Source: an optimization exercise on an open RTL-to-GDS flow (aim: small area). Production flows keep margins and buffers that such runs may drop.
The RTL was checked by simulation tests, not by an equivalence proof against the original design.
Power and IR drop assume default switching activity.

[design/flow/config.mk]
export PLATFORM = sky130hd
export DESIGN_NAME = timer_top
export DESIGN_NICKNAME = timer_top
export VERILOG_FILES = /design/flow/design.v
export SDC_FILE = /design/flow/constraint.sdc
export NUM_CORES = 4
export LEC_CHECK = 0
export CAP_MARGIN = 20
export CORE_MARGIN = 2
export CORE_UTILIZATION = 40
export SLEW_MARGIN = 20
[design/flow/design.v]
module	timer_reg  #(
		parameter		BASE_ADR = 12'h0,		 
		parameter		ADR_W	 = 32,
		parameter		DAT_W	 = 32
	)
	(
		input					PCLK,
		input					PRESETn,
		input	[ADR_W-1:0]		PADDR,
		input					PSEL,
		input					PENABLE,
		input					PWRITE,
		input	[DAT_W-1:0]		PWDATA,
		output					PREADY,
		output	[DAT_W-1:0]		PRDATA,
		output					PSLVERR,
		output					MODE,
		output					GO_EN,
		output	[31:0]			TOT_CNT,
		output	[31:0]			DUTY_CNT,
		input					IRQ_TRG,
		output					IRQ
	);
	reg  [2:0]			cs_reg;			 
	reg  [31:0]			tot_cnt_reg;
	reg  [31:0]			duty_cnt_reg;
	reg  [DAT_W-1:0] 	rd_data;
	wire [17:0]	pword_addr = PADDR[19:2];
	wire		apb_setup  = PSEL & (!PENABLE);
	wire		apb_access = PSEL & PENABLE & PREADY;
	wire		slv_err_flg = (PADDR[ADR_W-1:20]!=BASE_ADR) | (|pword_addr[17:2]);
	reg			slv_err;
	always @(posedge PCLK or negedge PRESETn) begin
		if(!PRESETn)		slv_err <= 1'd0;
		else if(apb_setup)	slv_err <= slv_err_flg;
	end
	wire wr_en  = apb_access & PWRITE & (!slv_err);			 
	always @(posedge PCLK or negedge PRESETn) begin
		if(!PRESETn) begin
			cs_reg       <= 32'd0;
			tot_cnt_reg  <= 32'd0;
			duty_cnt_reg <= 32'd0;
		end
		else if(wr_en) begin
			case(pword_addr[1:0])
			2'd0  : cs_reg       <= PWDATA[2:0];
			2'd1  : tot_cnt_reg  <= PWDATA;
			2'd2  : duty_cnt_reg <= PWDATA;
			endcase
		end
		else if(!MODE & IRQ_TRG) begin
			cs_reg <= {1'd1,1'd0,1'd0};						 
		end
	end
	always @(posedge PCLK or negedge PRESETn) begin
		if(!PRESETn) begin
			rd_data <= 32'd0;
		end
		else if(apb_setup) begin
			if(slv_err_flg) begin
				rd_data <= 32'd0;
			end
			else begin
				case(pword_addr[1:0])
				2'd0  : rd_data <= {29'd0,cs_reg};
				2'd1  : rd_data <= tot_cnt_reg;
				2'd2  : rd_data <= duty_cnt_reg;
				2'd3  : rd_data <= 32'd0;
				endcase
			end
		end
	end
	assign	PREADY = 1'd1;
	assign	PRDATA = rd_data;
	assign	PSLVERR = slv_err;
	assign	MODE = cs_reg[0];
	assign	GO_EN = cs_reg[1];
	assign 	IRQ = cs_reg[2];
	assign	TOT_CNT = tot_cnt_reg;
	assign	DUTY_CNT = duty_cnt_reg;
endmodule
module	timer (
		input			CLK,
		input			RSTN,
		input			MODE,
		input			GO_EN,
		input	[31:0]	TOT_CNT,
		input	[31:0]	DUTY_CNT,
		output			IRQ_TRG,
		output			PWM
	);
	reg				go_en_d1;
	always @(posedge CLK or negedge RSTN) begin
		if(!RSTN)	go_en_d1 <= 1'd0;
		else		go_en_d1 <= GO_EN;
	end
	wire			go_lock = !go_en_d1 & GO_EN;
	reg		[31:0]	cnt;
	wire			cnt_reset = (cnt==TOT_CNT);	
	always @(posedge CLK or negedge RSTN) begin
		if(!RSTN)				cnt <= 32'd0;
		else if(go_lock)		cnt <= 32'd0;
		else if(MODE&cnt_reset)	cnt <= 32'd0;
		else if(GO_EN)			cnt <= cnt + 1'd1;
	end
	assign		IRQ_TRG = ~MODE & GO_EN & cnt_reset;
	wire			pwm_toggle = (cnt==DUTY_CNT);
	reg				pwm_reg;
	always @(posedge CLK or negedge RSTN) begin
		if(!RSTN)				pwm_reg <= 1'd0;
		else if(MODE&GO_EN) begin
			if(go_lock)			pwm_reg <= 1'd0;
			else if(cnt_reset)	pwm_reg <= 1'd0;
			else if(pwm_toggle)	pwm_reg <= 1'd1;
		end
		else begin
								pwm_reg <= 1'd0;
		end
	end
	assign			PWM = pwm_reg;
endmodule
module	timer_top  #(
		parameter		BASE_ADR = 12'h0,		 
		parameter		ADR_W	 = 32,
		parameter		DAT_W	 = 32
	)
	(
		input					PCLK,
		input					PRESETn,
		input	[ADR_W-1:0]		PADDR,
		input					PSEL,
		input					PENABLE,
		input					PWRITE,
		input	[DAT_W-1:0]		PWDATA,
		output					PREADY,
		output	[DAT_W-1:0]		PRDATA,
		output					PSLVERR,
		output					IRQ,
		output					PWM
	);
	wire			timer_mode;
	wire			timer_go_en;
	wire	[31:0]	timer_tot_cnt;
	wire	[31:0]	timer_duty_cnt;
	wire			timer_irq_trg;
	timer_reg  #(
		.BASE_ADR	(BASE_ADR		),
		.ADR_W		(ADR_W			),
		.DAT_W		(DAT_W			)
	)
	TIMER_REG(
		.PCLK		(PCLK			),
		.PRESETn	(PRESETn		),
		.PADDR		(PADDR			),
		.PSEL		(PSEL			),
		.PENABLE	(PENABLE		),
		.PWRITE		(PWRITE			),
		.PWDATA		(PWDATA			),
		.PREADY		(PREADY			),
		.PRDATA		(PRDATA			),
		.PSLVERR	(PSLVERR		),
		.MODE		(timer_mode		),
		.GO_EN		(timer_go_en	),
		.TOT_CNT	(timer_tot_cnt	),
		.DUTY_CNT	(timer_duty_cnt	),
		.IRQ_TRG	(timer_irq_trg	),
		.IRQ		(IRQ			)
	);
	timer TIMER(
		.CLK		(PCLK			),
		.RSTN		(PRESETn		),
		.MODE		(timer_mode		),
		.GO_EN		(timer_go_en	),
		.TOT_CNT	(timer_tot_cnt	),
		.DUTY_CNT	(timer_duty_cnt	),
		.IRQ_TRG	(timer_irq_trg	),
		.PWM		(PWM			)
	);
endmodule
[design/flow/constraint.sdc]
create_clock -name core_clock -period 5.0 [get_ports {PCLK}]
set_input_delay 1.0000 -clock core_clock [delete_from_list [all_inputs] [get_ports {PCLK}]]
set_output_delay 1.0000 -clock core_clock [all_outputs]
set_load 0.01 [all_outputs]
[design/flow/run.sh]
#!/bin/bash
# synth_recipe.tcl (not shown) runs the flow's synth.tcl, then flattens the netlist and writes it again
# the make line also repeats each setting of config.mk as NAME=value (left out here)
make -C /OpenROAD-flow-scripts/flow DESIGN_CONFIG=/design/flow/config.mk WORK_HOME=/design/flow/orfs CLKGATE_MAP_FILE= SYNTH_SCRIPT=/design/flow/synth_recipe.tcl finish
==> reports/results.tsv <==
metric	value	unit
crit-path cells	clkdlybuf4s50_1, nand4_1, nor2b_2, buf_4, mux2_2	
main combinational cell family by area after synthesis	simple AND/OR/NAND/NOR gates	
Clock Root Buffer	clkbuf_16	
largest net degree at the start of global routing	71	
clock network power share	0.535	
initial antenna violation count	0	
startpoint types	input port	
Syn Area/Cell	11.3	um2
run status	no timing/DRC/antenna violations	
clock sinks	134	
critical path depth	5	
Yosys reg bits	134	
layout cell share with drive strength beyond 1	0.176	
count of final setup violators	0	
reg2reg setup slack	2420	ps
Setup Crit Path Kind	input port to flip-flop	
Max H-tree Level	4	
fmax	336	MHz
Synth Flop Type	dfrtp_1	
CTS max path bufs	2	
hold slack	492	ps
Critical Path Source	PSEL	
Initial Util	0.405	
delay-heaviest family, CP	simple AND/OR/NAND/NOR gates	
CTS hold repair buffers	0	
Syn Nets	686	
Final GP Congestion	0.862	
met2 Use GR	0.335	
Total Nets Final	761	
Power Internal	2.03	mW
net switching power	0.518	mW
CTS buffer count	17	
hold_sp	TIMER_REG.cs_reg[0]$_DFFE_PN0P_	
Worst Path Buf+Inv	2	
full die area	0.0184	mm2
maxcap violations	0	
ANT nets after route	0	
Setup crit end kind	flip-flop	
Leakage	3.97	nW
xor and xnor area share after synthesis	0.0859	
wire length per cell	20.0	um
Inserted Diodes	0	
Final Hold Violating Endpoints	0	
ys async rst share	1.00	
Seq pwr share	0.425	
final slew viol count	0	
switching share of power	0.203	
CTS tree	built	
complex-gate fraction of the synthesized area	0.126	
grt ovf	0	
post-synthesis mux area share	0.114	
CP peak stage delay	620	ps
clock latency (worst-skew pair)	430	ps
synthesized cell area	0.00693	mm2
Layout area overhead	24.8	%
grt met1 use	0.278	
Final period util	0.595	
IO Pins	105	
final worst path period need	2980	ps
top cells by area, synth	dfrtp_1, mux2_2, a22o_1	
post-cts gate resize count	0	
Post-synth EDFFs	0	
post-CTS setup buffers	0	
routed via count	5194	
Die W	136	um
clk_skew	12.2	ps
first-pass GRT wire length	29100	um
Initial DRT Pass Iterations	5	
Worst R2R Path Depth	3	
Max rail drop VDD	275	uV
busiest metal layer after global routing	met2	
Clock Pin Slew Worst Setup and Hold Paths	50	ps
Worst path slowest cell	nor2b_2	
PD cells	295	mW/mm2
detailed-route DRC error count	0	
vias in the first global route	5286	
Seq/Total Area, Yosys	0.484	
Worst R2R End	TIMER.cnt[27]$_DFFE_PN0P_	
vias per cell	5.59	
met3 Use GR	0.0561	
Syn. warnings	2	
IO buf count	101	
routed wire length	18600	um
worst-path maximum fanout	22	
relative slew slack	0.409	
final core occ	0.506	
Synth area leader	dfrtp_1	
Worst Tran Pin Value	884	ps
Tot GR Track Use	0.211	
top-area cell type share of the netlist area	0.484	
Synth Area in Adders	0.00180	
commonest cells in the netlist	dfrtp_1, mux2_2, a22o_1	
setup TNS	0	ps
RSZ-0062 raised after global routing	false	
Post-DP HPWL	13600	um
CP endpoint	TIMER_REG.tot_cnt_reg[2]$_DFFE_PN0P_	
Die Ht	136	um
Core Area	0.0171	mm2
crit path DAT	3280	ps
CP Data Required Time	5300	ps
Initial DRC Count	264	
worst hold path type	flip-flop to flip-flop	
Layout fillers	1501	
Netlist cell types	49	
FP Rows	48	
post-synthesis simple-gate area fraction	0.140	
Worst R2R Start	TIMER.go_en_d1$_DFF_PN0_	
most common cell in the synthesized netlist	dfrtp_1	
Comb pwr share	0.040	
Mapped Cells	616	
[placed cells by master, fill, tap and decap left out, types with 3 or more instances in the layout]
cell             instances
a21oi_1                 21
a22o_1                  61
a31oi_1                 13
and2_1                   4
and3_1                   4
buf_4                   10
bufinv_16                5
clkbuf_16               17
clkdlybuf4s50_1        100
clkinv_4                 3
dfrtp_1                134
inv_1                    7
mux2_2                  65
mux2i_1                  5
nand2_1                 32
nand3_1                 17
nand4_1                 19
nor2_1                  18
nor2b_2                  4
nor3_1                   8
nor4_1                  19
o211ai_1                 8
o21ai_0                 12
or3_1                    7
or4_1                    9
xnor2_1                 33
xor2_1                  35
[worst min path at each step]
stage                                              to  cells after the start  slack [ps]
global placement    TIMER_REG.rd_data[17]$_DFFE_PN0P_                      1         490
floorplan                    TIMER.go_en_d1$_DFF_PN0_                      0         450
global route                 TIMER.cnt[5]$_DFFE_PN0P_                      1         520
CTS                          TIMER.cnt[5]$_DFFE_PN0P_                      1         490
detailed placement           TIMER.cnt[5]$_DFFE_PN0P_                      1         480
finish                       TIMER.cnt[5]$_DFFE_PN0P_                      1         490
[area by class of cell]
class,count,area [um2],area share
Clock inverter,12,201,0.0233
Inverter,7,26.3,0.00304
Sequential cell,134,3350,0.387
Multi-Input combinational cell,421,3270,0.378
Clock buffer,20,447,0.0516
Timing Repair Buffer,110,1080,0.124
Tap cell,225,282,0.0325
[power by group through the flow]
| stage | logic (mW) | clock network [mW] | registers (mW) |
|---|---|---|---|
| after global routing | 0.112 | 1.44 | 1.08 |
| after detailed placement | 0.104 | 0 | 1.10 |
| final | 0.102 | 1.36 | 1.08 |
| after global placement | 0.102 | 0 | 1.10 |
| after floorplan | 0.0157 | 0 | 1.10 |
| after CTS | 0.104 | 1.39 | 1.08 |
[stage by stage]
| step | std cells | setup slack, ps | area, um2 | power (mW) |
|---|---|---|---|---|
| after floorplan | 616 | 2560 | 6930 | 1.12 |
| after global routing | 929 | 1930 | 8650 | 2.64 |
| final | 929 | 2020 | 8650 | 2.55 |
| after CTS | 929 | 2020 | 8650 | 2.58 |
| after detailed placement | 897 | 1560 | 8010 | 1.21 |
| after global placement | 897 | 1640 | 8010 | 1.21 |
[layer usage]
layer  wire length, um  up-vias  share of wire
met5                 0        -              0
met1              8260     2589           0.44
met4               456        0          0.025
li1                  -     2415              -
met2              8820      157           0.47
met3              1080       33          0.058
[logic make-up after synthesis]
kind of cell / Yosys count
flip-flops: 134
buffers and inverters: 61
AO/OA/AOI/OAI: 119
multiplexers: 71
other: 1
AND/OR/NAND/NOR: 161
XOR/XNOR: 68
adder cells (fa/ha/maj): 1

afterwards: timing with drivers on the ports:
Ports are ideal in the flow. The routed layout listed here was re-timed in OpenROAD. Step 1 (the two cells are an assumption about what drives the block):
set clk [get_ports {PCLK}]
set_driving_cell -lib_cell sky130_fd_sc_hd__clkbuf_16 $clk
set_driving_cell -lib_cell sky130_fd_sc_hd__buf_2 [delete_from_list [all_inputs] $clk]
Step 2 moves the port delays by t, midway between the first and last clock arrival at a register: inputs arrive t later, outputs are due t later. That takes back most of the time a late clock gives input paths. Three values: ideal ports, drivers, drivers and shift; two values: the first two.
shift t [ns]: 0.465
slack for setup (ns): 2.025 / 2.039 / 1.575
hold slack, ns: 0.492 / 0.492 / 0.492
worst setup path after step 2: input to register
worst data-port slew with drivers (ns): 0.04
After both steps setup and hold are still met in this run. The setup slack of this run moves by +0.014 ns with the drivers and by -0.450 ns with both steps.
